Source: an optimization exercise on an open RTL-to-GDS flow (aim: small area). Production flows keep margins and buffers that such runs may drop. Function was not checked in any run shown here: the RTL went through the layout flow alone. Power and IR drop assume default switching activity.

$ cat flow/run.sh
#!/bin/bash
# synth_recipe.tcl (not shown) runs the flow's synth.tcl, then flattens the netlist and writes it again
# the make line also repeats each setting of config.mk as NAME=value (left out here)
make -C /OpenROAD-flow-scripts/flow DESIGN_CONFIG=/design/flow/config.mk WORK_HOME=/design/flow/orfs CLKGATE_MAP_FILE= SYNTH_SCRIPT=/design/flow/synth_recipe.tcl finish
$ cat flow/config.mk
export PLATFORM = sky130hd
export DESIGN_NAME = c6288_top
export DESIGN_NICKNAME = c6288_top
export VERILOG_FILES = /design/flow/design.v
export SDC_FILE = /design/flow/constraint.sdc
export NUM_CORES = 4
export LEC_CHECK = 0
export CAP_MARGIN = 20
export CORE_MARGIN = 2
export CORE_UTILIZATION = 40
export SLEW_MARGIN = 20
$ cat flow/constraint.sdc
create_clock -name core_clock -period 10.0 [get_ports {clk}]
set_input_delay 2.0000 -clock core_clock [delete_from_list [all_inputs] [get_ports {clk}]]
set_output_delay 2.0000 -clock core_clock [all_outputs]
set_load 0.01 [all_outputs]
$ cat flow/design.v
module c6288_top (clk,
    in256, in239, in222, in205, in188, in171, in154, in137, in120, in103, in86, in69, in52, in35, in18, in1, in528, in511, in494, in477, in460, in443, in426, in409, in392, in375, in358, in341, in324, in307, in290, in273,
    out6287, out6288, out6280, out6270, out6260, out6250, out6240, out6230, out6220, out6210, out6200, out6190, out6180, out6170, out6160, out6150, out6123, out5971, out5672, out5308, out4946, out4591, out4241, out3895, out3552, out3211, out2877, out2548, out2223, out1901, out1581, out545);
  input clk;
  input in256, in239, in222, in205, in188, in171, in154, in137, in120, in103, in86, in69, in52, in35, in18, in1, in528, in511, in494, in477, in460, in443, in426, in409, in392, in375, in358, in341, in324, in307, in290, in273;
  output reg out6287, out6288, out6280, out6270, out6260, out6250, out6240, out6230, out6220, out6210, out6200, out6190, out6180, out6170, out6160, out6150, out6123, out5971, out5672, out5308, out4946, out4591, out4241, out3895, out3552, out3211, out2877, out2548, out2223, out1901, out1581, out545;
  wire c_out6287;
  wire c_out6288;
  wire c_out6280;
  wire c_out6270;
  wire c_out6260;
  wire c_out6250;
  wire c_out6240;
  wire c_out6230;
  wire c_out6220;
  wire c_out6210;
  wire c_out6200;
  wire c_out6190;
  wire c_out6180;
  wire c_out6170;
  wire c_out6160;
  wire c_out6150;
  wire c_out6123;
  wire c_out5971;
  wire c_out5672;
  wire c_out5308;
  wire c_out4946;
  wire c_out4591;
  wire c_out4241;
  wire c_out3895;
  wire c_out3552;
  wire c_out3211;
  wire c_out2877;
  wire c_out2548;
  wire c_out2223;
  wire c_out1901;
  wire c_out1581;
  wire c_out545;
  Circuit6288h core (
    .in256(in256),
    .in239(in239),
    .in222(in222),
    .in205(in205),
    .in188(in188),
    .in171(in171),
    .in154(in154),
    .in137(in137),
    .in120(in120),
    .in103(in103),
    .in86(in86),
    .in69(in69),
    .in52(in52),
    .in35(in35),
    .in18(in18),
    .in1(in1),
    .in528(in528),
    .in511(in511),
    .in494(in494),
    .in477(in477),
    .in460(in460),
    .in443(in443),
    .in426(in426),
    .in409(in409),
    .in392(in392),
    .in375(in375),
    .in358(in358),
    .in341(in341),
    .in324(in324),
    .in307(in307),
    .in290(in290),
    .in273(in273),
    .out6287(c_out6287),
    .out6288(c_out6288),
    .out6280(c_out6280),
    .out6270(c_out6270),
    .out6260(c_out6260),
    .out6250(c_out6250),
    .out6240(c_out6240),
    .out6230(c_out6230),
    .out6220(c_out6220),
    .out6210(c_out6210),
    .out6200(c_out6200),
    .out6190(c_out6190),
    .out6180(c_out6180),
    .out6170(c_out6170),
    .out6160(c_out6160),
    .out6150(c_out6150),
    .out6123(c_out6123),
    .out5971(c_out5971),
    .out5672(c_out5672),
    .out5308(c_out5308),
    .out4946(c_out4946),
    .out4591(c_out4591),
    .out4241(c_out4241),
    .out3895(c_out3895),
    .out3552(c_out3552),
    .out3211(c_out3211),
    .out2877(c_out2877),
    .out2548(c_out2548),
    .out2223(c_out2223),
    .out1901(c_out1901),
    .out1581(c_out1581),
    .out545(c_out545)
  );
  always @(posedge clk) begin
    out6287 <= c_out6287;
    out6288 <= c_out6288;
    out6280 <= c_out6280;
    out6270 <= c_out6270;
    out6260 <= c_out6260;
    out6250 <= c_out6250;
    out6240 <= c_out6240;
    out6230 <= c_out6230;
    out6220 <= c_out6220;
    out6210 <= c_out6210;
    out6200 <= c_out6200;
    out6190 <= c_out6190;
    out6180 <= c_out6180;
    out6170 <= c_out6170;
    out6160 <= c_out6160;
    out6150 <= c_out6150;
    out6123 <= c_out6123;
    out5971 <= c_out5971;
    out5672 <= c_out5672;
    out5308 <= c_out5308;
    out4946 <= c_out4946;
    out4591 <= c_out4591;
    out4241 <= c_out4241;
    out3895 <= c_out3895;
    out3552 <= c_out3552;
    out3211 <= c_out3211;
    out2877 <= c_out2877;
    out2548 <= c_out2548;
    out2223 <= c_out2223;
    out1901 <= c_out1901;
    out1581 <= c_out1581;
    out545 <= c_out545;
  end
endmodule

module Circuit6288h (in256, in239, in222, in205, in188, in171, in154, in137, 
                 in120, in103, in86, in69, in52, in35, in18, in1,
                 in528, in511, in494, in477, in460, in443, in426, in409,
                 in392, in375, in358, in341, in324, in307, in290, in273,
                 out6287, out6288, out6280, out6270,
                 out6260, out6250, out6240, out6230, 
                 out6220, out6210, out6200, out6190, 
                 out6180, out6170, out6160, out6150, 
                 out6123, out5971, out5672, out5308, 
                 out4946, out4591, out4241, out3895,
                 out3552, out3211, out2877, out2548,
                 out2223, out1901, out1581, out545);
  input          in256, in239, in222, in205, in188, in171, in154, in137, 
                 in120, in103, in86, in69, in52, in35, in18, in1,
                 in528, in511, in494, in477, in460, in443, in426, in409,
                 in392, in375, in358, in341, in324, in307, in290, in273;
  output         out6287, out6288, out6280, out6270,
                 out6260, out6250, out6240, out6230, 
                 out6220, out6210, out6200, out6190, 
                 out6180, out6170, out6160, out6150, 
                 out6123, out5971, out5672, out5308, 
                 out4946, out4591, out4241, out3895,
                 out3552, out3211, out2877, out2548,
                 out2223, out1901, out1581, out545;
  wire [15:0]   A, B;
  wire [31:0]   P;
  assign
      A[15:0] = {in256, in239, in222, in205, in188, in171, in154, in137, 
                 in120, in103, in86, in69, in52, in35, in18, in1},
      B[15:0] = {in528, in511, in494, in477, in460, in443, in426, in409,
                 in392, in375, in358, in341, in324, in307, in290, in273},
      {out6287, out6288, out6280, out6270,
       out6260, out6250, out6240, out6230, 
       out6220, out6210, out6200, out6190, 
       out6180, out6170, out6160, out6150, 
       out6123, out5971, out5672, out5308, 
       out4946, out4591, out4241, out3895,
       out3552, out3211, out2877, out2548,
       out2223, out1901, out1581, out545} = P[31:0];
  TopLevel6288b Ckt6288b (A, B, P);
endmodule  
module TopLevel6288b (A, B, P);
  input  [15:0] A, B;
  output [31:0] P;
  wire pp_0_0 = A[0] & B[0];
  wire pp_0_1 = A[1] & B[0];
  wire pp_0_2 = A[2] & B[0];
  wire pp_0_3 = A[3] & B[0];
  wire pp_0_4 = A[4] & B[0];
  wire pp_0_5 = A[5] & B[0];
  wire pp_0_6 = A[6] & B[0];
  wire pp_0_7 = A[7] & B[0];
  wire pp_0_8 = A[8] & B[0];
  wire pp_0_9 = A[9] & B[0];
  wire pp_0_10 = A[10] & B[0];
  wire pp_0_11 = A[11] & B[0];
  wire pp_0_12 = A[12] & B[0];
  wire pp_0_13 = A[13] & B[0];
  wire pp_0_14 = A[14] & B[0];
  wire pp_0_15 = A[15] & B[0];
  wire pp_1_0 = A[0] & B[1];
  wire pp_1_1 = A[1] & B[1];
  wire pp_1_2 = A[2] & B[1];
  wire pp_1_3 = A[3] & B[1];
  wire pp_1_4 = A[4] & B[1];
  wire pp_1_5 = A[5] & B[1];
  wire pp_1_6 = A[6] & B[1];
  wire pp_1_7 = A[7] & B[1];
  wire pp_1_8 = A[8] & B[1];
  wire pp_1_9 = A[9] & B[1];
  wire pp_1_10 = A[10] & B[1];
  wire pp_1_11 = A[11] & B[1];
  wire pp_1_12 = A[12] & B[1];
  wire pp_1_13 = A[13] & B[1];
  wire pp_1_14 = A[14] & B[1];
  wire pp_1_15 = A[15] & B[1];
  wire pp_2_0 = A[0] & B[2];
  wire pp_2_1 = A[1] & B[2];
  wire pp_2_2 = A[2] & B[2];
  wire pp_2_3 = A[3] & B[2];
  wire pp_2_4 = A[4] & B[2];
  wire pp_2_5 = A[5] & B[2];
  wire pp_2_6 = A[6] & B[2];
  wire pp_2_7 = A[7] & B[2];
  wire pp_2_8 = A[8] & B[2];
  wire pp_2_9 = A[9] & B[2];
  wire pp_2_10 = A[10] & B[2];
  wire pp_2_11 = A[11] & B[2];
  wire pp_2_12 = A[12] & B[2];
  wire pp_2_13 = A[13] & B[2];
  wire pp_2_14 = A[14] & B[2];
  wire pp_2_15 = A[15] & B[2];
  wire pp_3_0 = A[0] & B[3];
  wire pp_3_1 = A[1] & B[3];
  wire pp_3_2 = A[2] & B[3];
  wire pp_3_3 = A[3] & B[3];
  wire pp_3_4 = A[4] & B[3];
  wire pp_3_5 = A[5] & B[3];
  wire pp_3_6 = A[6] & B[3];
  wire pp_3_7 = A[7] & B[3];
  wire pp_3_8 = A[8] & B[3];
  wire pp_3_9 = A[9] & B[3];
  wire pp_3_10 = A[10] & B[3];
  wire pp_3_11 = A[11] & B[3];
  wire pp_3_12 = A[12] & B[3];
  wire pp_3_13 = A[13] & B[3];
  wire pp_3_14 = A[14] & B[3];
  wire pp_3_15 = A[15] & B[3];
  wire pp_4_0 = A[0] & B[4];
  wire pp_4_1 = A[1] & B[4];
  wire pp_4_2 = A[2] & B[4];
  wire pp_4_3 = A[3] & B[4];
  wire pp_4_4 = A[4] & B[4];
  wire pp_4_5 = A[5] & B[4];
  wire pp_4_6 = A[6] & B[4];
  wire pp_4_7 = A[7] & B[4];
  wire pp_4_8 = A[8] & B[4];
  wire pp_4_9 = A[9] & B[4];
  wire pp_4_10 = A[10] & B[4];
  wire pp_4_11 = A[11] & B[4];
  wire pp_4_12 = A[12] & B[4];
  wire pp_4_13 = A[13] & B[4];
  wire pp_4_14 = A[14] & B[4];
  wire pp_4_15 = A[15] & B[4];
  wire pp_5_0 = A[0] & B[5];
  wire pp_5_1 = A[1] & B[5];
  wire pp_5_2 = A[2] & B[5];
  wire pp_5_3 = A[3] & B[5];
  wire pp_5_4 = A[4] & B[5];
  wire pp_5_5 = A[5] & B[5];
  wire pp_5_6 = A[6] & B[5];
  wire pp_5_7 = A[7] & B[5];
  wire pp_5_8 = A[8] & B[5];
  wire pp_5_9 = A[9] & B[5];
  wire pp_5_10 = A[10] & B[5];
  wire pp_5_11 = A[11] & B[5];
  wire pp_5_12 = A[12] & B[5];
  wire pp_5_13 = A[13] & B[5];
  wire pp_5_14 = A[14] & B[5];
  wire pp_5_15 = A[15] & B[5];
  wire pp_6_0 = A[0] & B[6];
  wire pp_6_1 = A[1] & B[6];
  wire pp_6_2 = A[2] & B[6];
  wire pp_6_3 = A[3] & B[6];
  wire pp_6_4 = A[4] & B[6];
  wire pp_6_5 = A[5] & B[6];
  wire pp_6_6 = A[6] & B[6];
  wire pp_6_7 = A[7] & B[6];
  wire pp_6_8 = A[8] & B[6];
  wire pp_6_9 = A[9] & B[6];
  wire pp_6_10 = A[10] & B[6];
  wire pp_6_11 = A[11] & B[6];
  wire pp_6_12 = A[12] & B[6];
  wire pp_6_13 = A[13] & B[6];
  wire pp_6_14 = A[14] & B[6];
  wire pp_6_15 = A[15] & B[6];
  wire pp_7_0 = A[0] & B[7];
  wire pp_7_1 = A[1] & B[7];
  wire pp_7_2 = A[2] & B[7];
  wire pp_7_3 = A[3] & B[7];
  wire pp_7_4 = A[4] & B[7];
  wire pp_7_5 = A[5] & B[7];
  wire pp_7_6 = A[6] & B[7];
  wire pp_7_7 = A[7] & B[7];
  wire pp_7_8 = A[8] & B[7];
  wire pp_7_9 = A[9] & B[7];
  wire pp_7_10 = A[10] & B[7];
  wire pp_7_11 = A[11] & B[7];
  wire pp_7_12 = A[12] & B[7];
  wire pp_7_13 = A[13] & B[7];
  wire pp_7_14 = A[14] & B[7];
  wire pp_7_15 = A[15] & B[7];
  wire pp_8_0 = A[0] & B[8];
  wire pp_8_1 = A[1] & B[8];
  wire pp_8_2 = A[2] & B[8];
  wire pp_8_3 = A[3] & B[8];
  wire pp_8_4 = A[4] & B[8];
  wire pp_8_5 = A[5] & B[8];
  wire pp_8_6 = A[6] & B[8];
  wire pp_8_7 = A[7] & B[8];
  wire pp_8_8 = A[8] & B[8];
  wire pp_8_9 = A[9] & B[8];
  wire pp_8_10 = A[10] & B[8];
  wire pp_8_11 = A[11] & B[8];
  wire pp_8_12 = A[12] & B[8];
  wire pp_8_13 = A[13] & B[8];
  wire pp_8_14 = A[14] & B[8];
  wire pp_8_15 = A[15] & B[8];
  wire pp_9_0 = A[0] & B[9];
  wire pp_9_1 = A[1] & B[9];
  wire pp_9_2 = A[2] & B[9];
  wire pp_9_3 = A[3] & B[9];
  wire pp_9_4 = A[4] & B[9];
  wire pp_9_5 = A[5] & B[9];
  wire pp_9_6 = A[6] & B[9];
  wire pp_9_7 = A[7] & B[9];
  wire pp_9_8 = A[8] & B[9];
  wire pp_9_9 = A[9] & B[9];
  wire pp_9_10 = A[10] & B[9];
  wire pp_9_11 = A[11] & B[9];
  wire pp_9_12 = A[12] & B[9];
  wire pp_9_13 = A[13] & B[9];
  wire pp_9_14 = A[14] & B[9];
  wire pp_9_15 = A[15] & B[9];
  wire pp_10_0 = A[0] & B[10];
  wire pp_10_1 = A[1] & B[10];
  wire pp_10_2 = A[2] & B[10];
  wire pp_10_3 = A[3] & B[10];
  wire pp_10_4 = A[4] & B[10];
  wire pp_10_5 = A[5] & B[10];
  wire pp_10_6 = A[6] & B[10];
  wire pp_10_7 = A[7] & B[10];
  wire pp_10_8 = A[8] & B[10];
  wire pp_10_9 = A[9] & B[10];
  wire pp_10_10 = A[10] & B[10];
  wire pp_10_11 = A[11] & B[10];
  wire pp_10_12 = A[12] & B[10];
  wire pp_10_13 = A[13] & B[10];
  wire pp_10_14 = A[14] & B[10];
  wire pp_10_15 = A[15] & B[10];
  wire pp_11_0 = A[0] & B[11];
  wire pp_11_1 = A[1] & B[11];
  wire pp_11_2 = A[2] & B[11];
  wire pp_11_3 = A[3] & B[11];
  wire pp_11_4 = A[4] & B[11];
  wire pp_11_5 = A[5] & B[11];
  wire pp_11_6 = A[6] & B[11];
  wire pp_11_7 = A[7] & B[11];
  wire pp_11_8 = A[8] & B[11];
  wire pp_11_9 = A[9] & B[11];
  wire pp_11_10 = A[10] & B[11];
  wire pp_11_11 = A[11] & B[11];
  wire pp_11_12 = A[12] & B[11];
  wire pp_11_13 = A[13] & B[11];
  wire pp_11_14 = A[14] & B[11];
  wire pp_11_15 = A[15] & B[11];
  wire pp_12_0 = A[0] & B[12];
  wire pp_12_1 = A[1] & B[12];
  wire pp_12_2 = A[2] & B[12];
  wire pp_12_3 = A[3] & B[12];
  wire pp_12_4 = A[4] & B[12];
  wire pp_12_5 = A[5] & B[12];
  wire pp_12_6 = A[6] & B[12];
  wire pp_12_7 = A[7] & B[12];
  wire pp_12_8 = A[8] & B[12];
  wire pp_12_9 = A[9] & B[12];
  wire pp_12_10 = A[10] & B[12];
  wire pp_12_11 = A[11] & B[12];
  wire pp_12_12 = A[12] & B[12];
  wire pp_12_13 = A[13] & B[12];
  wire pp_12_14 = A[14] & B[12];
  wire pp_12_15 = A[15] & B[12];
  wire pp_13_0 = A[0] & B[13];
  wire pp_13_1 = A[1] & B[13];
  wire pp_13_2 = A[2] & B[13];
  wire pp_13_3 = A[3] & B[13];
  wire pp_13_4 = A[4] & B[13];
  wire pp_13_5 = A[5] & B[13];
  wire pp_13_6 = A[6] & B[13];
  wire pp_13_7 = A[7] & B[13];
  wire pp_13_8 = A[8] & B[13];
  wire pp_13_9 = A[9] & B[13];
  wire pp_13_10 = A[10] & B[13];
  wire pp_13_11 = A[11] & B[13];
  wire pp_13_12 = A[12] & B[13];
  wire pp_13_13 = A[13] & B[13];
  wire pp_13_14 = A[14] & B[13];
  wire pp_13_15 = A[15] & B[13];
  wire pp_14_0 = A[0] & B[14];
  wire pp_14_1 = A[1] & B[14];
  wire pp_14_2 = A[2] & B[14];
  wire pp_14_3 = A[3] & B[14];
  wire pp_14_4 = A[4] & B[14];
  wire pp_14_5 = A[5] & B[14];
  wire pp_14_6 = A[6] & B[14];
  wire pp_14_7 = A[7] & B[14];
  wire pp_14_8 = A[8] & B[14];
  wire pp_14_9 = A[9] & B[14];
  wire pp_14_10 = A[10] & B[14];
  wire pp_14_11 = A[11] & B[14];
  wire pp_14_12 = A[12] & B[14];
  wire pp_14_13 = A[13] & B[14];
  wire pp_14_14 = A[14] & B[14];
  wire pp_14_15 = A[15] & B[14];
  wire pp_15_0 = A[0] & B[15];
  wire pp_15_1 = A[1] & B[15];
  wire pp_15_2 = A[2] & B[15];
  wire pp_15_3 = A[3] & B[15];
  wire pp_15_4 = A[4] & B[15];
  wire pp_15_5 = A[5] & B[15];
  wire pp_15_6 = A[6] & B[15];
  wire pp_15_7 = A[7] & B[15];
  wire pp_15_8 = A[8] & B[15];
  wire pp_15_9 = A[9] & B[15];
  wire pp_15_10 = A[10] & B[15];
  wire pp_15_11 = A[11] & B[15];
  wire pp_15_12 = A[12] & B[15];
  wire pp_15_13 = A[13] & B[15];
  wire pp_15_14 = A[14] & B[15];
  wire pp_15_15 = A[15] & B[15];
  wire s1;
  wire c2;
  ha u2 (.a(pp_0_1), .b(pp_1_0), .s(s1), .co(c2));
  wire s3;
  wire c4;
  fa u4 (.a(pp_0_2), .b(pp_1_1), .c(pp_2_0), .s(s3), .co(c4));
  wire s5;
  wire c6;
  ha u6 (.a(c2), .b(s3), .s(s5), .co(c6));
  wire s7;
  wire c8;
  fa u8 (.a(pp_0_3), .b(pp_1_2), .c(pp_2_1), .s(s7), .co(c8));
  wire s9;
  wire c10;
  fa u10 (.a(pp_3_0), .b(c4), .c(s7), .s(s9), .co(c10));
  wire s11;
  wire c12;
  ha u12 (.a(c6), .b(s9), .s(s11), .co(c12));
  wire s13;
  wire c14;
  fa u14 (.a(pp_0_4), .b(pp_1_3), .c(pp_2_2), .s(s13), .co(c14));
  wire s15;
  wire c16;
  fa u16 (.a(pp_3_1), .b(pp_4_0), .c(c8), .s(s15), .co(c16));
  wire s17;
  wire c18;
  fa u18 (.a(s13), .b(c10), .c(s15), .s(s17), .co(c18));
  wire s19;
  wire c20;
  ha u20 (.a(c12), .b(s17), .s(s19), .co(c20));
  wire s21;
  wire c22;
  fa u22 (.a(pp_0_5), .b(pp_1_4), .c(pp_2_3), .s(s21), .co(c22));
  wire s23;
  wire c24;
  fa u24 (.a(pp_3_2), .b(pp_4_1), .c(pp_5_0), .s(s23), .co(c24));
  wire s25;
  wire c26;
  fa u26 (.a(c14), .b(s21), .c(s23), .s(s25), .co(c26));
  wire s27;
  wire c28;
  fa u28 (.a(c16), .b(s25), .c(c18), .s(s27), .co(c28));
  wire s29;
  wire c30;
  ha u30 (.a(c20), .b(s27), .s(s29), .co(c30));
  wire s31;
  wire c32;
  fa u32 (.a(pp_0_6), .b(pp_1_5), .c(pp_2_4), .s(s31), .co(c32));
  wire s33;
  wire c34;
  fa u34 (.a(pp_3_3), .b(pp_4_2), .c(pp_5_1), .s(s33), .co(c34));
  wire s35;
  wire c36;
  fa u36 (.a(pp_6_0), .b(c22), .c(c24), .s(s35), .co(c36));
  wire s37;
  wire c38;
  fa u38 (.a(s31), .b(s33), .c(c26), .s(s37), .co(c38));
  wire s39;
  wire c40;
  fa u40 (.a(s35), .b(s37), .c(c28), .s(s39), .co(c40));
  wire s41;
  wire c42;
  ha u42 (.a(c30), .b(s39), .s(s41), .co(c42));
  wire s43;
  wire c44;
  fa u44 (.a(pp_0_7), .b(pp_1_6), .c(pp_2_5), .s(s43), .co(c44));
  wire s45;
  wire c46;
  fa u46 (.a(pp_3_4), .b(pp_4_3), .c(pp_5_2), .s(s45), .co(c46));
  wire s47;
  wire c48;
  fa u48 (.a(pp_6_1), .b(pp_7_0), .c(c32), .s(s47), .co(c48));
  wire s49;
  wire c50;
  fa u50 (.a(c34), .b(s43), .c(s45), .s(s49), .co(c50));
  wire s51;
  wire c52;
  fa u52 (.a(c36), .b(s47), .c(s49), .s(s51), .co(c52));
  wire s53;
  wire c54;
  fa u54 (.a(c38), .b(s51), .c(c40), .s(s53), .co(c54));
  wire s55;
  wire c56;
  ha u56 (.a(c42), .b(s53), .s(s55), .co(c56));
  wire s57;
  wire c58;
  fa u58 (.a(pp_0_8), .b(pp_1_7), .c(pp_2_6), .s(s57), .co(c58));
  wire s59;
  wire c60;
  fa u60 (.a(pp_3_5), .b(pp_4_4), .c(pp_5_3), .s(s59), .co(c60));
  wire s61;
  wire c62;
  fa u62 (.a(pp_6_2), .b(pp_7_1), .c(pp_8_0), .s(s61), .co(c62));
  wire s63;
  wire c64;
  fa u64 (.a(c44), .b(c46), .c(s57), .s(s63), .co(c64));
  wire s65;
  wire c66;
  fa u66 (.a(s59), .b(s61), .c(c48), .s(s65), .co(c66));
  wire s67;
  wire c68;
  fa u68 (.a(c50), .b(s63), .c(s65), .s(s67), .co(c68));
  wire s69;
  wire c70;
  fa u70 (.a(c52), .b(s67), .c(c54), .s(s69), .co(c70));
  wire s71;
  wire c72;
  ha u72 (.a(c56), .b(s69), .s(s71), .co(c72));
  wire s73;
  wire c74;
  fa u74 (.a(pp_0_9), .b(pp_1_8), .c(pp_2_7), .s(s73), .co(c74));
  wire s75;
  wire c76;
  fa u76 (.a(pp_3_6), .b(pp_4_5), .c(pp_5_4), .s(s75), .co(c76));
  wire s77;
  wire c78;
  fa u78 (.a(pp_6_3), .b(pp_7_2), .c(pp_8_1), .s(s77), .co(c78));
  wire s79;
  wire c80;
  fa u80 (.a(pp_9_0), .b(c58), .c(c60), .s(s79), .co(c80));
  wire s81;
  wire c82;
  fa u82 (.a(c62), .b(s73), .c(s75), .s(s81), .co(c82));
  wire s83;
  wire c84;
  fa u84 (.a(s77), .b(c64), .c(s79), .s(s83), .co(c84));
  wire s85;
  wire c86;
  fa u86 (.a(s81), .b(c66), .c(s83), .s(s85), .co(c86));
  wire s87;
  wire c88;
  fa u88 (.a(c68), .b(s85), .c(c70), .s(s87), .co(c88));
  wire s89;
  wire c90;
  ha u90 (.a(c72), .b(s87), .s(s89), .co(c90));
  wire s91;
  wire c92;
  fa u92 (.a(pp_0_10), .b(pp_10_0), .c(pp_1_9), .s(s91), .co(c92));
  wire s93;
  wire c94;
  fa u94 (.a(pp_2_8), .b(pp_3_7), .c(pp_4_6), .s(s93), .co(c94));
  wire s95;
  wire c96;
  fa u96 (.a(pp_5_5), .b(pp_6_4), .c(pp_7_3), .s(s95), .co(c96));
  wire s97;
  wire c98;
  fa u98 (.a(pp_8_2), .b(pp_9_1), .c(c74), .s(s97), .co(c98));
  wire s99;
  wire c100;
  fa u100 (.a(c76), .b(c78), .c(s91), .s(s99), .co(c100));
  wire s101;
  wire c102;
  fa u102 (.a(s93), .b(s95), .c(c80), .s(s101), .co(c102));
  wire s103;
  wire c104;
  fa u104 (.a(s97), .b(c82), .c(s99), .s(s103), .co(c104));
  wire s105;
  wire c106;
  fa u106 (.a(c84), .b(s101), .c(s103), .s(s105), .co(c106));
  wire s107;
  wire c108;
  fa u108 (.a(c86), .b(s105), .c(c88), .s(s107), .co(c108));
  wire s109;
  wire c110;
  ha u110 (.a(c90), .b(s107), .s(s109), .co(c110));
  wire s111;
  wire c112;
  fa u112 (.a(pp_0_11), .b(pp_10_1), .c(pp_11_0), .s(s111), .co(c112));
  wire s113;
  wire c114;
  fa u114 (.a(pp_1_10), .b(pp_2_9), .c(pp_3_8), .s(s113), .co(c114));
  wire s115;
  wire c116;
  fa u116 (.a(pp_4_7), .b(pp_5_6), .c(pp_6_5), .s(s115), .co(c116));
  wire s117;
  wire c118;
  fa u118 (.a(pp_7_4), .b(pp_8_3), .c(pp_9_2), .s(s117), .co(c118));
  wire s119;
  wire c120;
  fa u120 (.a(c92), .b(c94), .c(c96), .s(s119), .co(c120));
  wire s121;
  wire c122;
  fa u122 (.a(s111), .b(s113), .c(s115), .s(s121), .co(c122));
  wire s123;
  wire c124;
  fa u124 (.a(s117), .b(c98), .c(c100), .s(s123), .co(c124));
  wire s125;
  wire c126;
  fa u126 (.a(s119), .b(s121), .c(c102), .s(s125), .co(c126));
  wire s127;
  wire c128;
  fa u128 (.a(c104), .b(s123), .c(s125), .s(s127), .co(c128));
  wire s129;
  wire c130;
  fa u130 (.a(c106), .b(s127), .c(c108), .s(s129), .co(c130));
  wire s131;
  wire c132;
  ha u132 (.a(c110), .b(s129), .s(s131), .co(c132));
  wire s133;
  wire c134;
  fa u134 (.a(pp_0_12), .b(pp_10_2), .c(pp_11_1), .s(s133), .co(c134));
  wire s135;
  wire c136;
  fa u136 (.a(pp_12_0), .b(pp_1_11), .c(pp_2_10), .s(s135), .co(c136));
  wire s137;
  wire c138;
  fa u138 (.a(pp_3_9), .b(pp_4_8), .c(pp_5_7), .s(s137), .co(c138));
  wire s139;
  wire c140;
  fa u140 (.a(pp_6_6), .b(pp_7_5), .c(pp_8_4), .s(s139), .co(c140));
  wire s141;
  wire c142;
  fa u142 (.a(pp_9_3), .b(c112), .c(c114), .s(s141), .co(c142));
  wire s143;
  wire c144;
  fa u144 (.a(c116), .b(c118), .c(s133), .s(s143), .co(c144));
  wire s145;
  wire c146;
  fa u146 (.a(s135), .b(s137), .c(s139), .s(s145), .co(c146));
  wire s147;
  wire c148;
  fa u148 (.a(c120), .b(s141), .c(c122), .s(s147), .co(c148));
  wire s149;
  wire c150;
  fa u150 (.a(s143), .b(s145), .c(c124), .s(s149), .co(c150));
  wire s151;
  wire c152;
  fa u152 (.a(s147), .b(c126), .c(s149), .s(s151), .co(c152));
  wire s153;
  wire c154;
  fa u154 (.a(c128), .b(s151), .c(c130), .s(s153), .co(c154));
  wire s155;
  wire c156;
  ha u156 (.a(c132), .b(s153), .s(s155), .co(c156));
  wire s157;
  wire c158;
  fa u158 (.a(pp_0_13), .b(pp_10_3), .c(pp_11_2), .s(s157), .co(c158));
  wire s159;
  wire c160;
  fa u160 (.a(pp_12_1), .b(pp_13_0), .c(pp_1_12), .s(s159), .co(c160));
  wire s161;
  wire c162;
  fa u162 (.a(pp_2_11), .b(pp_3_10), .c(pp_4_9), .s(s161), .co(c162));
  wire s163;
  wire c164;
  fa u164 (.a(pp_5_8), .b(pp_6_7), .c(pp_7_6), .s(s163), .co(c164));
  wire s165;
  wire c166;
  fa u166 (.a(pp_8_5), .b(pp_9_4), .c(c134), .s(s165), .co(c166));
  wire s167;
  wire c168;
  fa u168 (.a(c136), .b(c138), .c(c140), .s(s167), .co(c168));
  wire s169;
  wire c170;
  fa u170 (.a(s157), .b(s159), .c(s161), .s(s169), .co(c170));
  wire s171;
  wire c172;
  fa u172 (.a(s163), .b(c142), .c(c144), .s(s171), .co(c172));
  wire s173;
  wire c174;
  fa u174 (.a(s165), .b(s167), .c(c146), .s(s173), .co(c174));
  wire s175;
  wire c176;
  fa u176 (.a(s169), .b(c148), .c(s171), .s(s175), .co(c176));
  wire s177;
  wire c178;
  fa u178 (.a(s173), .b(c150), .c(s175), .s(s177), .co(c178));
  wire s179;
  wire c180;
  fa u180 (.a(c152), .b(s177), .c(c154), .s(s179), .co(c180));
  wire s181;
  wire c182;
  ha u182 (.a(c156), .b(s179), .s(s181), .co(c182));
  wire s183;
  wire c184;
  fa u184 (.a(pp_0_14), .b(pp_10_4), .c(pp_11_3), .s(s183), .co(c184));
  wire s185;
  wire c186;
  fa u186 (.a(pp_12_2), .b(pp_13_1), .c(pp_14_0), .s(s185), .co(c186));
  wire s187;
  wire c188;
  fa u188 (.a(pp_1_13), .b(pp_2_12), .c(pp_3_11), .s(s187), .co(c188));
  wire s189;
  wire c190;
  fa u190 (.a(pp_4_10), .b(pp_5_9), .c(pp_6_8), .s(s189), .co(c190));
  wire s191;
  wire c192;
  fa u192 (.a(pp_7_7), .b(pp_8_6), .c(pp_9_5), .s(s191), .co(c192));
  wire s193;
  wire c194;
  fa u194 (.a(c158), .b(c160), .c(c162), .s(s193), .co(c194));
  wire s195;
  wire c196;
  fa u196 (.a(c164), .b(s183), .c(s185), .s(s195), .co(c196));
  wire s197;
  wire c198;
  fa u198 (.a(s187), .b(s189), .c(s191), .s(s197), .co(c198));
  wire s199;
  wire c200;
  fa u200 (.a(c166), .b(c168), .c(s193), .s(s199), .co(c200));
  wire s201;
  wire c202;
  fa u202 (.a(c170), .b(s195), .c(s197), .s(s201), .co(c202));
  wire s203;
  wire c204;
  fa u204 (.a(c172), .b(c174), .c(s199), .s(s203), .co(c204));
  wire s205;
  wire c206;
  fa u206 (.a(s201), .b(c176), .c(s203), .s(s205), .co(c206));
  wire s207;
  wire c208;
  fa u208 (.a(c178), .b(s205), .c(c180), .s(s207), .co(c208));
  wire s209;
  wire c210;
  fa u210 (.a(pp_0_15), .b(pp_10_5), .c(pp_11_4), .s(s209), .co(c210));
  wire s211;
  wire c212;
  fa u212 (.a(pp_12_3), .b(pp_13_2), .c(pp_14_1), .s(s211), .co(c212));
  wire s213;
  wire c214;
  fa u214 (.a(pp_15_0), .b(pp_1_14), .c(pp_2_13), .s(s213), .co(c214));
  wire s215;
  wire c216;
  fa u216 (.a(pp_3_12), .b(pp_4_11), .c(pp_5_10), .s(s215), .co(c216));
  wire s217;
  wire c218;
  fa u218 (.a(pp_6_9), .b(pp_7_8), .c(pp_8_7), .s(s217), .co(c218));
  wire s219;
  wire c220;
  fa u220 (.a(pp_9_6), .b(c184), .c(c186), .s(s219), .co(c220));
  wire s221;
  wire c222;
  fa u222 (.a(c188), .b(c190), .c(c192), .s(s221), .co(c222));
  wire s223;
  wire c224;
  fa u224 (.a(s209), .b(s211), .c(s213), .s(s223), .co(c224));
  wire s225;
  wire c226;
  fa u226 (.a(s215), .b(s217), .c(c194), .s(s225), .co(c226));
  wire s227;
  wire c228;
  fa u228 (.a(c196), .b(s219), .c(s221), .s(s227), .co(c228));
  wire s229;
  wire c230;
  fa u230 (.a(c198), .b(s223), .c(c200), .s(s229), .co(c230));
  wire s231;
  wire c232;
  fa u232 (.a(s225), .b(c202), .c(s227), .s(s231), .co(c232));
  wire s233;
  wire c234;
  fa u234 (.a(c204), .b(s229), .c(s231), .s(s233), .co(c234));
  wire s235;
  wire c236;
  fa u236 (.a(c206), .b(s233), .c(c208), .s(s235), .co(c236));
  wire s237;
  wire c238;
  fa u238 (.a(pp_10_6), .b(pp_11_5), .c(pp_12_4), .s(s237), .co(c238));
  wire s239;
  wire c240;
  fa u240 (.a(pp_13_3), .b(pp_14_2), .c(pp_15_1), .s(s239), .co(c240));
  wire s241;
  wire c242;
  fa u242 (.a(pp_1_15), .b(pp_2_14), .c(pp_3_13), .s(s241), .co(c242));
  wire s243;
  wire c244;
  fa u244 (.a(pp_4_12), .b(pp_5_11), .c(pp_6_10), .s(s243), .co(c244));
  wire s245;
  wire c246;
  fa u246 (.a(pp_7_9), .b(pp_8_8), .c(pp_9_7), .s(s245), .co(c246));
  wire s247;
  wire c248;
  fa u248 (.a(c210), .b(c212), .c(c214), .s(s247), .co(c248));
  wire s249;
  wire c250;
  fa u250 (.a(c216), .b(c218), .c(s237), .s(s249), .co(c250));
  wire s251;
  wire c252;
  fa u252 (.a(s239), .b(s241), .c(s243), .s(s251), .co(c252));
  wire s253;
  wire c254;
  fa u254 (.a(s245), .b(c220), .c(c222), .s(s253), .co(c254));
  wire s255;
  wire c256;
  fa u256 (.a(s247), .b(c224), .c(s249), .s(s255), .co(c256));
  wire s257;
  wire c258;
  fa u258 (.a(s251), .b(c226), .c(s253), .s(s257), .co(c258));
  wire s259;
  wire c260;
  fa u260 (.a(c228), .b(s255), .c(c230), .s(s259), .co(c260));
  wire s261;
  wire c262;
  fa u262 (.a(s257), .b(c232), .c(s259), .s(s261), .co(c262));
  wire s263;
  wire c264;
  fa u264 (.a(c234), .b(s261), .c(c236), .s(s263), .co(c264));
  wire s265;
  wire c266;
  fa u266 (.a(pp_10_7), .b(pp_11_6), .c(pp_12_5), .s(s265), .co(c266));
  wire s267;
  wire c268;
  fa u268 (.a(pp_13_4), .b(pp_14_3), .c(pp_15_2), .s(s267), .co(c268));
  wire s269;
  wire c270;
  fa u270 (.a(pp_2_15), .b(pp_3_14), .c(pp_4_13), .s(s269), .co(c270));
  wire s271;
  wire c272;
  fa u272 (.a(pp_5_12), .b(pp_6_11), .c(pp_7_10), .s(s271), .co(c272));
  wire s273;
  wire c274;
  fa u274 (.a(pp_8_9), .b(pp_9_8), .c(c238), .s(s273), .co(c274));
  wire s275;
  wire c276;
  fa u276 (.a(c240), .b(c242), .c(c244), .s(s275), .co(c276));
  wire s277;
  wire c278;
  fa u278 (.a(c246), .b(s265), .c(s267), .s(s277), .co(c278));
  wire s279;
  wire c280;
  fa u280 (.a(s269), .b(s271), .c(c248), .s(s279), .co(c280));
  wire s281;
  wire c282;
  fa u282 (.a(c250), .b(s273), .c(s275), .s(s281), .co(c282));
  wire s283;
  wire c284;
  fa u284 (.a(c252), .b(s277), .c(c254), .s(s283), .co(c284));
  wire s285;
  wire c286;
  fa u286 (.a(s279), .b(c256), .c(s281), .s(s285), .co(c286));
  wire s287;
  wire c288;
  fa u288 (.a(s283), .b(c258), .c(s285), .s(s287), .co(c288));
  wire s289;
  wire c290;
  fa u290 (.a(c260), .b(s287), .c(c262), .s(s289), .co(c290));
  wire s291;
  wire c292;
  fa u292 (.a(pp_10_8), .b(pp_11_7), .c(pp_12_6), .s(s291), .co(c292));
  wire s293;
  wire c294;
  fa u294 (.a(pp_13_5), .b(pp_14_4), .c(pp_15_3), .s(s293), .co(c294));
  wire s295;
  wire c296;
  fa u296 (.a(pp_3_15), .b(pp_4_14), .c(pp_5_13), .s(s295), .co(c296));
  wire s297;
  wire c298;
  fa u298 (.a(pp_6_12), .b(pp_7_11), .c(pp_8_10), .s(s297), .co(c298));
  wire s299;
  wire c300;
  fa u300 (.a(pp_9_9), .b(c266), .c(c268), .s(s299), .co(c300));
  wire s301;
  wire c302;
  fa u302 (.a(c270), .b(c272), .c(s291), .s(s301), .co(c302));
  wire s303;
  wire c304;
  fa u304 (.a(s293), .b(s295), .c(s297), .s(s303), .co(c304));
  wire s305;
  wire c306;
  fa u306 (.a(c274), .b(c276), .c(c278), .s(s305), .co(c306));
  wire s307;
  wire c308;
  fa u308 (.a(s299), .b(s301), .c(s303), .s(s307), .co(c308));
  wire s309;
  wire c310;
  fa u310 (.a(c280), .b(c282), .c(s305), .s(s309), .co(c310));
  wire s311;
  wire c312;
  fa u312 (.a(s307), .b(c284), .c(c286), .s(s311), .co(c312));
  wire s313;
  wire c314;
  fa u314 (.a(s309), .b(c288), .c(s311), .s(s313), .co(c314));
  wire s315;
  wire c316;
  fa u316 (.a(pp_10_9), .b(pp_11_8), .c(pp_12_7), .s(s315), .co(c316));
  wire s317;
  wire c318;
  fa u318 (.a(pp_13_6), .b(pp_14_5), .c(pp_15_4), .s(s317), .co(c318));
  wire s319;
  wire c320;
  fa u320 (.a(pp_4_15), .b(pp_5_14), .c(pp_6_13), .s(s319), .co(c320));
  wire s321;
  wire c322;
  fa u322 (.a(pp_7_12), .b(pp_8_11), .c(pp_9_10), .s(s321), .co(c322));
  wire s323;
  wire c324;
  fa u324 (.a(c292), .b(c294), .c(c296), .s(s323), .co(c324));
  wire s325;
  wire c326;
  fa u326 (.a(c298), .b(s315), .c(s317), .s(s325), .co(c326));
  wire s327;
  wire c328;
  fa u328 (.a(s319), .b(s321), .c(c300), .s(s327), .co(c328));
  wire s329;
  wire c330;
  fa u330 (.a(c302), .b(s323), .c(c304), .s(s329), .co(c330));
  wire s331;
  wire c332;
  fa u332 (.a(s325), .b(c306), .c(s327), .s(s331), .co(c332));
  wire s333;
  wire c334;
  fa u334 (.a(c308), .b(s329), .c(c310), .s(s333), .co(c334));
  wire s335;
  wire c336;
  fa u336 (.a(s331), .b(c312), .c(s333), .s(s335), .co(c336));
  wire s337;
  wire c338;
  fa u338 (.a(pp_10_10), .b(pp_11_9), .c(pp_12_8), .s(s337), .co(c338));
  wire s339;
  wire c340;
  fa u340 (.a(pp_13_7), .b(pp_14_6), .c(pp_15_5), .s(s339), .co(c340));
  wire s341;
  wire c342;
  fa u342 (.a(pp_5_15), .b(pp_6_14), .c(pp_7_13), .s(s341), .co(c342));
  wire s343;
  wire c344;
  fa u344 (.a(pp_8_12), .b(pp_9_11), .c(c316), .s(s343), .co(c344));
  wire s345;
  wire c346;
  fa u346 (.a(c318), .b(c320), .c(c322), .s(s345), .co(c346));
  wire s347;
  wire c348;
  fa u348 (.a(s337), .b(s339), .c(s341), .s(s347), .co(c348));
  wire s349;
  wire c350;
  fa u350 (.a(c324), .b(s343), .c(c326), .s(s349), .co(c350));
  wire s351;
  wire c352;
  fa u352 (.a(s345), .b(s347), .c(c328), .s(s351), .co(c352));
  wire s353;
  wire c354;
  fa u354 (.a(c330), .b(s349), .c(s351), .s(s353), .co(c354));
  wire s355;
  wire c356;
  fa u356 (.a(c332), .b(c334), .c(s353), .s(s355), .co(c356));
  wire s357;
  wire c358;
  fa u358 (.a(pp_10_11), .b(pp_11_10), .c(pp_12_9), .s(s357), .co(c358));
  wire s359;
  wire c360;
  fa u360 (.a(pp_13_8), .b(pp_14_7), .c(pp_15_6), .s(s359), .co(c360));
  wire s361;
  wire c362;
  fa u362 (.a(pp_6_15), .b(pp_7_14), .c(pp_8_13), .s(s361), .co(c362));
  wire s363;
  wire c364;
  fa u364 (.a(pp_9_12), .b(c338), .c(c340), .s(s363), .co(c364));
  wire s365;
  wire c366;
  fa u366 (.a(c342), .b(s357), .c(s359), .s(s365), .co(c366));
  wire s367;
  wire c368;
  fa u368 (.a(s361), .b(c344), .c(c346), .s(s367), .co(c368));
  wire s369;
  wire c370;
  fa u370 (.a(s363), .b(c348), .c(s365), .s(s369), .co(c370));
  wire s371;
  wire c372;
  fa u372 (.a(c350), .b(s367), .c(s369), .s(s371), .co(c372));
  wire s373;
  wire c374;
  fa u374 (.a(c352), .b(s371), .c(c354), .s(s373), .co(c374));
  wire s375;
  wire c376;
  fa u376 (.a(pp_10_12), .b(pp_11_11), .c(pp_12_10), .s(s375), .co(c376));
  wire s377;
  wire c378;
  fa u378 (.a(pp_13_9), .b(pp_14_8), .c(pp_15_7), .s(s377), .co(c378));
  wire s379;
  wire c380;
  fa u380 (.a(pp_7_15), .b(pp_8_14), .c(pp_9_13), .s(s379), .co(c380));
  wire s381;
  wire c382;
  fa u382 (.a(c358), .b(c360), .c(c362), .s(s381), .co(c382));
  wire s383;
  wire c384;
  fa u384 (.a(s375), .b(s377), .c(s379), .s(s383), .co(c384));
  wire s385;
  wire c386;
  fa u386 (.a(c364), .b(c366), .c(s381), .s(s385), .co(c386));
  wire s387;
  wire c388;
  fa u388 (.a(s383), .b(c368), .c(c370), .s(s387), .co(c388));
  wire s389;
  wire c390;
  fa u390 (.a(s385), .b(c372), .c(s387), .s(s389), .co(c390));
  wire s391;
  wire c392;
  fa u392 (.a(pp_10_13), .b(pp_11_12), .c(pp_12_11), .s(s391), .co(c392));
  wire s393;
  wire c394;
  fa u394 (.a(pp_13_10), .b(pp_14_9), .c(pp_15_8), .s(s393), .co(c394));
  wire s395;
  wire c396;
  fa u396 (.a(pp_8_15), .b(pp_9_14), .c(c376), .s(s395), .co(c396));
  wire s397;
  wire c398;
  fa u398 (.a(c378), .b(c380), .c(s391), .s(s397), .co(c398));
  wire s399;
  wire c400;
  fa u400 (.a(s393), .b(c382), .c(s395), .s(s399), .co(c400));
  wire s401;
  wire c402;
  fa u402 (.a(c384), .b(s397), .c(c386), .s(s401), .co(c402));
  wire s403;
  wire c404;
  fa u404 (.a(s399), .b(c388), .c(s401), .s(s403), .co(c404));
  wire s405;
  wire c406;
  fa u406 (.a(pp_10_14), .b(pp_11_13), .c(pp_12_12), .s(s405), .co(c406));
  wire s407;
  wire c408;
  fa u408 (.a(pp_13_11), .b(pp_14_10), .c(pp_15_9), .s(s407), .co(c408));
  wire s409;
  wire c410;
  fa u410 (.a(pp_9_15), .b(c392), .c(c394), .s(s409), .co(c410));
  wire s411;
  wire c412;
  fa u412 (.a(s405), .b(s407), .c(c396), .s(s411), .co(c412));
  wire s413;
  wire c414;
  fa u414 (.a(c398), .b(s409), .c(c400), .s(s413), .co(c414));
  wire s415;
  wire c416;
  fa u416 (.a(s411), .b(c402), .c(s413), .s(s415), .co(c416));
  wire s417;
  wire c418;
  fa u418 (.a(pp_10_15), .b(pp_11_14), .c(pp_12_13), .s(s417), .co(c418));
  wire s419;
  wire c420;
  fa u420 (.a(pp_13_12), .b(pp_14_11), .c(pp_15_10), .s(s419), .co(c420));
  wire s421;
  wire c422;
  fa u422 (.a(c406), .b(c408), .c(s417), .s(s421), .co(c422));
  wire s423;
  wire c424;
  fa u424 (.a(s419), .b(c410), .c(s421), .s(s423), .co(c424));
  wire s425;
  wire c426;
  fa u426 (.a(c412), .b(s423), .c(c414), .s(s425), .co(c426));
  wire s427;
  wire c428;
  fa u428 (.a(pp_11_15), .b(pp_12_14), .c(pp_13_13), .s(s427), .co(c428));
  wire s429;
  wire c430;
  fa u430 (.a(pp_14_12), .b(pp_15_11), .c(c418), .s(s429), .co(c430));
  wire s431;
  wire c432;
  fa u432 (.a(c420), .b(s427), .c(c422), .s(s431), .co(c432));
  wire s433;
  wire c434;
  fa u434 (.a(s429), .b(c424), .c(s431), .s(s433), .co(c434));
  wire s435;
  wire c436;
  fa u436 (.a(pp_12_15), .b(pp_13_14), .c(pp_14_13), .s(s435), .co(c436));
  wire s437;
  wire c438;
  fa u438 (.a(pp_15_12), .b(c428), .c(s435), .s(s437), .co(c438));
  wire s439;
  wire c440;
  fa u440 (.a(c430), .b(s437), .c(c432), .s(s439), .co(c440));
  wire s441;
  wire c442;
  fa u442 (.a(pp_13_15), .b(pp_14_14), .c(pp_15_13), .s(s441), .co(c442));
  wire s443;
  wire c444;
  fa u444 (.a(c436), .b(s441), .c(c438), .s(s443), .co(c444));
  wire s445;
  wire c446;
  fa u446 (.a(pp_14_15), .b(pp_15_14), .c(c442), .s(s445), .co(c446));
  assign P[0] = pp_0_0;
  assign P[1] = s1;
  assign P[2] = s5;
  assign P[3] = s11;
  assign P[4] = s19;
  assign P[5] = s29;
  assign P[6] = s41;
  assign P[7] = s55;
  assign P[8] = s71;
  assign P[9] = s89;
  assign P[10] = s109;
  assign P[11] = s131;
  assign P[12] = s155;
  assign P[13] = s181;
  wire [17:0] fx = {1'b0, pp_15_15, s445, s443, s439, s433, c416, c404, c390, s389, s373, c336, c314, s313, s289, s263, s235, c182};
  wire [17:0] fy = {1'b0, c446, c444, c440, c434, c426, s425, s415, s403, c374, c356, s355, s335, c290, c264, 1'b0, 1'b0, s207};
  assign P[31:14] = fx + fy;
endmodule  
module fa (a, b, c, s, co);
  input  a, b, c;
  output s, co;
  assign s  = a ^ b ^ c;
  assign co = (a & b) | (c & (a ^ b));
endmodule
module ha (a, b, s, co);
  input  a, b;
  output s, co;
  assign s  = a ^ b;
  assign co = a & b;
endmodule
==> results of run 1 <==
-- per-layer routing --
metal,global-route usage,vias up,part of all wire
li1,-,2501,-
met1,0.272,2839,0.41
met2,0.361,166,0.49
met3,0.0354,39,0.069
met4,0.0741,2,0.032
met5,0,-,0.00097
-- critical path, cell delays in order --
cell and delay, ns:
clkdlybuf4s50_1 0.53, nand2_1 0.10, fa_1 0.47, fa_1 0.43, fa_1 0.42, fa_1 0.39, fa_1 0.40, fa_1 0.40
fa_1 0.44, fa_1 0.41, fa_1 0.39, fa_1 0.40, fa_1 0.39, fa_1 0.40, inv_1 0.08, fa_1 0.17
fa_1 0.18, fa_1 0.44, nand3_2 0.14, o2111ai_1 0.18, and3b_1 0.24, a2111oi_4 0.44, a21oi_2 0.10, xor2_1 0.15
-- layout by cell type, fill, tap and decap left out, drive strengths merged, types with 2 or more instances in the layout --
master	Yosys	final
fa	210	210
inv	176	176
and2	140	140
nand2	124	124
clkdlybuf4s50	0	64
buf	1	35
dfxtp	32	32
ha	29	29
a21oi	13	13
xnor2	9	9
nor2	8	8
a21o	7	7
clkbuf	33	7
o21ai	6	6
xor2	5	5
nand3	5	5
nor3	3	3
nand4	3	3
o211ai	2	2
a31oi	2	2
-- where the power goes --
group	switching [µW]	leakage (µW)	internal [µW]
sequential	15.0	0.000270	232
clock	62.0	0.0000901	131
combinational	1300	0.00397	1110
total	1380	0.00433	1470
-- Yosys cell counts (all sizes together) (2+ instances only) --
library cell / n / share of area
a21o: 7 / 0.0067
a21oi: 13 / 0.0097
a31oi: 2 / 0.0016
and2: 140 / 0.11
clkbuf: 33 / 0.016
dfxtp: 32 / 0.081
fa: 210 / 0.53
ha: 29 / 0.046
inv: 176 / 0.084
nand2: 124 / 0.059
nand3: 5 / 0.0038
nand4: 3 / 0.0024
nor2: 8 / 0.0038
nor3: 3 / 0.0019
o211ai: 2 / 0.0019
o21ai: 6 / 0.0048
xnor2: 9 / 0.010
xor2: 5 / 0.0056
-- per-stage QoR --
| step | power (µW) | setup slack [ns] | cells |
|---|---|---|---|
| after floorplan | 2030 | 0.914 | 820 |
| after global placement | 2690 | 0.148 | 1150 |
| after detailed placement | 2690 | 0.121 | 1150 |
| after CTS | 2900 | 0.422 | 1158 |
| after global routing | 3230 | 0.0635 | 1158 |
| final | 2850 | 0.469 | 1158 |
-- logic make-up (layout without fill, tap and decap cells) --
family,count (synthesis),after routing,share of synthesized area
muxes,1,1,0.00127
DFF,32,32,0.0813
xor gates and xnor gates,14,14,0.0156
and+or+nand+nor,288,288,0.187
AOI/OAI and AO/OA,36,36,0.0343
adders and majority gates,239,239,0.579
buffers and inverters,210,283,0.101
-- area by class of cell --
cell class	instances	area, µm²
sequential	32	641
tap	265	332
clock inverter	1	30.0
multi-input combinational	578	6440
clock buffer	7	153
fill	1927	10200
timing repair buffer	99	903
inverter	176	661
-- how the worst max path moves through the flow --
stage | from | endpoint | depth (start not counted)
after global placement | in273 | out6280 | 24
after floorplan | in273 | out6280 | 24
final | in273 | out6280 | 24
after CTS | in273 | out6280 | 24
after global routing | in273 | out6280 | 24
after detailed placement | in273 | out6280 | 24
==> impl_results.md, run 1 <==
* Max clock buf depth at 2
* TritonCTS clock tree: yes
* Final Hold Fails at 0
* Largest net degree at the start of global routing at 17
* CP Capture Type: flip-flop
* Detailed-route DRC error count at 0
* WHS at around 2.5 ns
* Starting density of the core at 0.406
* Core ar. at roughly 19,000 µm²
* Hold buffers post-CTS at 0
* Antenna Cells at 0
* Cell Area, Placed at about 9000 µm²
* Async set-or-reset flop fraction in the synthesized netlist at 0
* Syn_nets at 1,092
* Hold Path End: out545
* Rel. slew slack at 0.518
* Max-cap violation count at 0
* IO Pins at 65
* Synth cell types at 34
* Overall die area at 20,800 µm²
* Post-synth top flop: dfxtp_1
* #FFs+latches synth at 32
* Sequential fraction of the synthesis area at 0.0813
* GP Congestion at approximately 0.85
* Setup Buffers After CTS at 0
* Root Buffer: clkbuf_16
* Area delta synth->final at 16.3%
* Inserted Clock Buffers at 5
* Vias in the first global route at about 6,300
* Unrepaired setup endpoints after global routing: false
* Fin nets at roughly 1,200
* Cell Area, Synth at ~7900 µm²
* Avg Inst Size Synth at 9.61 µm²
* Status: timing/DRC/antenna clean
* CP arrival at just under 10 ns
* Final core utilization at 0.472
* I/O Buffers at 64
* Crit path max fanout at 4
* Setup TNS at 0 ns
* VDD IR max at between 0.2 and 0.3 mV
* First-pass GRT wire length at roughly 33,000 µm
* Hold_sp: in1
* Yosys warnings at 1
* Die Wd at about 140 µm
* Post-synthesis cell count at 820
* Slew @ Worst Pin at about 0.72 ns
* Startpoint Class: primary input
* Initial antenna violation count at 1
* Design area at 9160 µm²
* Setup violations, final at 0
* WL final at roughly 19,000 µm
* Via count at roughly 5,500
* Hold crit path type: in2reg
* Iteration-0 DRC Markers at 274
* H-tree depth at 2
* Dpl hpwl at between 15,000 and 20,000 µm
* Worst setup path class: in2reg
* Gr ovfl total at 0
* Period Utilization, post-route at 0.953
* Final Critical Period at about 9.5 ns
* Final Max Tran Viols at 0
* Leakage at about 0.0043 µW
* Share of cells above drive strength 1 at 0.0582
* Post-cts resize count at 0
* Routed length per instance at ~17 µm
* Via density at approximately 4.8
* Die Y-Extent at 144 µm
* Clk sinks at 32
* Critical Path RT at 10.18 ns
* Reg clk slew, reported paths at around 0.060 ns
* ANT nets after route at 0
* EDFF count, synth at 0
* Pwr dens at 311 nW/µm²
* Total Routing Usage GR at 0.211
* DR pass1 iterations at 4
* FP Rows at 51
* Max Clock Freq at between 100 and 150 MHz
* Hold depth at 3
==> run 2: changes to the inputs <==
--- a/flow/design.v
+++ b/flow/design.v
@@ -1125,3 +1125,40 @@
   wire [17:0] fy = {1'b0, c446, c444, c440, c434, c426, s425, s415, s403, c374, c356, s355, s335, c290, c264, 1'b0, 1'b0, s207};
-  assign P[31:14] = fx + fy;
+  wire [18:0] rc;
+  assign rc[0] = 1'b0;
+  assign P[14] = fx[0] ^ fy[0] ^ rc[0];
+  assign rc[1] = (fx[0] & fy[0]) | (rc[0] & (fx[0] ^ fy[0]));
+  assign P[15] = fx[1] ^ fy[1] ^ rc[1];
+  assign rc[2] = (fx[1] & fy[1]) | (rc[1] & (fx[1] ^ fy[1]));
+  assign P[16] = fx[2] ^ fy[2] ^ rc[2];
+  assign rc[3] = (fx[2] & fy[2]) | (rc[2] & (fx[2] ^ fy[2]));
+  assign P[17] = fx[3] ^ fy[3] ^ rc[3];
+  assign rc[4] = (fx[3] & fy[3]) | (rc[3] & (fx[3] ^ fy[3]));
+  assign P[18] = fx[4] ^ fy[4] ^ rc[4];
+  assign rc[5] = (fx[4] & fy[4]) | (rc[4] & (fx[4] ^ fy[4]));
+  assign P[19] = fx[5] ^ fy[5] ^ rc[5];
+  assign rc[6] = (fx[5] & fy[5]) | (rc[5] & (fx[5] ^ fy[5]));
+  assign P[20] = fx[6] ^ fy[6] ^ rc[6];
+  assign rc[7] = (fx[6] & fy[6]) | (rc[6] & (fx[6] ^ fy[6]));
+  assign P[21] = fx[7] ^ fy[7] ^ rc[7];
+  assign rc[8] = (fx[7] & fy[7]) | (rc[7] & (fx[7] ^ fy[7]));
+  assign P[22] = fx[8] ^ fy[8] ^ rc[8];
+  assign rc[9] = (fx[8] & fy[8]) | (rc[8] & (fx[8] ^ fy[8]));
+  assign P[23] = fx[9] ^ fy[9] ^ rc[9];
+  assign rc[10] = (fx[9] & fy[9]) | (rc[9] & (fx[9] ^ fy[9]));
+  assign P[24] = fx[10] ^ fy[10] ^ rc[10];
+  assign rc[11] = (fx[10] & fy[10]) | (rc[10] & (fx[10] ^ fy[10]));
+  assign P[25] = fx[11] ^ fy[11] ^ rc[11];
+  assign rc[12] = (fx[11] & fy[11]) | (rc[11] & (fx[11] ^ fy[11]));
+  assign P[26] = fx[12] ^ fy[12] ^ rc[12];
+  assign rc[13] = (fx[12] & fy[12]) | (rc[12] & (fx[12] ^ fy[12]));
+  assign P[27] = fx[13] ^ fy[13] ^ rc[13];
+  assign rc[14] = (fx[13] & fy[13]) | (rc[13] & (fx[13] ^ fy[13]));
+  assign P[28] = fx[14] ^ fy[14] ^ rc[14];
+  assign rc[15] = (fx[14] & fy[14]) | (rc[14] & (fx[14] ^ fy[14]));
+  assign P[29] = fx[15] ^ fy[15] ^ rc[15];
+  assign rc[16] = (fx[15] & fy[15]) | (rc[15] & (fx[15] ^ fy[15]));
+  assign P[30] = fx[16] ^ fy[16] ^ rc[16];
+  assign rc[17] = (fx[16] & fy[16]) | (rc[16] & (fx[16] ^ fy[16]));
+  assign P[31] = fx[17] ^ fy[17] ^ rc[17];
+  assign rc[18] = (fx[17] & fy[17]) | (rc[17] & (fx[17] ^ fy[17]));
 endmodule  
==> run 2 against run 1 <==
Net effect:
- the layout now fails its checks (negative setup slack)
- wire length decreased by 1.6%
- flip-flop and latch count is the same
- combinational power fell by 28%
- sequential power hardly changed
==> impl_results.md, run 2 <==
* Fin nets at between 1,000 and 1,500
* Worst path max stage delay at about 0.52 ns
* CP top delay family: adder cells
* Most frequent cell after synthesis: fa_1
* Status: complete, but fails checks
* H-tree depth at 2
* Max Clock Freq at around 82 MHz
* Max Used Layer: met4
* Clk sinks at 32
* Final setup margin at -2.17 ns
* Final Hold Fails at 0
* Hold crit path type: in2reg
* Reg clk slew, reported paths at approximately 0.060 ns
* Routed length per instance at ~18 µm
* Unrepaired setup endpoints after global routing: true
* Fail Reasons: negative setup slack
* Crit path max fanout at 2
* TritonCTS clock tree: yes
* Post-synth top cells: fa_1 (224), nand2_1 (175), inv_1 (170)
* Dpl hpwl at 15,600 µm
* Worst setup path class: in2reg
* Gr ovfl total at 0
* Starting density of the core at 0.410
* Post-synth top flop: dfxtp_1
* Top cells by area, synth: fa_1 (61%), nand2_1 (8.9%), dfxtp_1 (8.7%), inv_1 (8.6%), and2_1 (6.9%)
* Root Buffer: clkbuf_16
* Period Utilization, post-route at 1.22
* Yosys warnings at 1
* ANT nets after route at 0
* Async set-or-reset flop fraction in the synthesized netlist at 0
* Commonest cells after routing, fill and taps aside: fa_1 (195), nand2_1 (169), inv_1 (161)
* EDFF count, synth at 0
* Via count at just over 5,000
* Overall die area at between 15,000 and 20,000 µm²
* Setup WS pre-CTS at -3.08 ns
* First-pass GRT wire length at slightly above 30,000 µm
* Most common cell on crit path: fa_2
* Die Wd at approximately 140 µm
* CP Capture Type: flip-flop
* Detailed-route DRC error count at 0
* Die Y-Extent at roughly 140 µm
* Inserted Clock Buffers at 5
* Core ar. at 18,000 µm²
* Syn_nets at 1,003
* Initial antenna violation count at 0
* #FFs+latches synth at 32
* Max-cap violation count at 0
* Post-synthesis cell count at 730
* WL met1 at 8100 µm
* Rel. slew slack at 0.825
* GP Congestion at 0.911
* Antenna Cells at 0
* WL met2 at approximately 9200 µm
* Worst path bufs/invs at 8
* DR pass1 iterations at 4
* VDD IR max at around 0.27 mV
* Slowest cell on the critical path: fa_2
* Fill count at between 1,500 and 2,000
* I/O Buffers at between 60 and 70
* Cell Area, Synth at around 7400 µm²
* Final Max Tran Viols at 0
* FP Rows at 49
* Design area at just under 9000 µm²
* Share of cells above drive strength 1 at 0.149
* Via density at ~4.8
* IO Pins at 65
* Leakage at 0.00436 µW
* Setup violations, final at 9
* Hold depth at 3
* Register Area at between 600 and 700 µm²
* Total Routing Usage GR at 0.212
* Wire length on met3 at roughly 1500 µm
* Multi-input logic area at roughly 6000 µm²
* CP arrival at between 10 and 15 ns
* Startpoint Class: primary input
* Max clock buf depth at 2
* Sequential fraction of the synthesis area at 0.0866
* Area delta synth->final at 18.9%
* Synth cell types at 8
* Cell Area, Placed at between 8000 and 9000 µm²
* Slew @ Worst Pin at 0.262 ns
* Critical Path RT at around 10 ns
* Stages on worst setup path at 39
* Avg Inst Size Synth at around 10 µm²
* Vias in the first global route at between 5,000 and 6,000
* Commonest non-fill, non-tap cell in the layout: fa_1
* Largest net degree at the start of global routing at 16
* Synth area leader: fa_1
* WL final at roughly 19,000 µm
* Iteration-0 DRC Markers at approximately 250
* Top-area cell type share of the netlist area at 0.607
* Pwr dens at roughly 250 nW/µm²
* Final Critical Period at ~12 ns
[run 2: cell count changes after synthesis, moves of 6 or more]
cell,before,now
and2_1,140,81
fa_1,210,224
xnor2_1,9,0
clkbuf_1,33,0
ha_1,29,16
inv_1,176,170
nor2_1,8,0
buf_4,0,25
a21oi_1,10,0
a21o_1,7,0
buf_6,1,7
nand2_1,124,175
[run 2: power by group]
part | switching [µW] | total, µW | internal (µW)
Sequential | 14.0 | 245 | 231
Clock | 70.0 | 201 | 131
Combinational | 902 | 1740 | 835
[run 2: final cells by class]
cell class	instances	area share
clock inverter	1	0.00342
multi-input combinational	496	0.677
inverter	170	0.0726
clock buffer	7	0.0174
sequential	32	0.0729
timing repair buffer	122	0.124
tap	229	0.0326
[run 2: worst min-delay path, cell delays in order]
cell,delay (ns)
buf_8,0.08
buf_6,0.11
and2_1,0.11
[run 2: layer usage]
| layer | vias to the layer above | track usage |
|---|---|---|
| met1 | 2680 | 0.289 |
| met5 | - | 0 |
| met3 | 27 | 0.0427 |
| li1 | 2202 | - |
| met4 | 0 | 0.0589 |
| met2 | 172 | 0.347 |
[run 2: repair_timing]
item,CTS,global route
resized for setup,64,19
pin swaps,11,3
buffers inserted,0,0
endpoints found under the setup margin,11,10
hold buffers,0,0
[run 2: cells by family after synthesis]
logic type | Yosys count | synth area share
AND/OR/NAND/NOR | 256 | 0.157
adder cells (fa/ha/maj) | 240 | 0.634
buffers and inverters | 202 | 0.122
flip-flops | 32 | 0.0866
[run 2: worst paths after layout]
kind / slack [ns] / start / end
setup / recovery: -2.17 / in273 / out6288
hold / removal: 2.03 / in273 / out545
[run 2: stage by stage]
stage | power (µW) | hold slack (ns) | instances | utilization | TNS [ns]
6_report | 2180 | 2.03 | 1057 | 0.488 | -10.84
5_1_grt | 2500 | 2.05 | 1057 | 0.488 | -13.11
4_1_cts | 2250 | 2.04 | 1057 | 0.487 | -11.76
3_5_place_dp | 2000 | 2.73 | 1049 | 0.475 | -20.56
3_3_place_gp | 1970 | 2.73 | 1049 | 0.475 | -19.87
2_1_floorplan | 1380 | 2.12 | 730 | - | -10.70

==> separate check: timing with driven ports <==
The flow's constraints put no driver on any port. The routed layouts listed below were extracted and timed again, unchanged, in two steps.
Step 1 assumes that a clkbuf_16 drives the clock port and a buf_2 every other input.
Step 2, shift: input delay + t, output delay - t, t = (earliest + latest rising clock arrival at the registers) / 2. This alone moves slack from input paths to output paths.
a / b / c = ideal / step 1 / step 2; a / b = the first two.
run	t (ns)	setup WS [ns]	worst setup path at the end
run 1	0.330	0.469 / 0.483 / 0.153	input to register
run 2	0.337	-2.169 / -2.185 / -2.522	input to register
For run 2, which loses most, drivers alone change the setup slack by -0.016 ns; drivers and shift together by -0.353 ns.
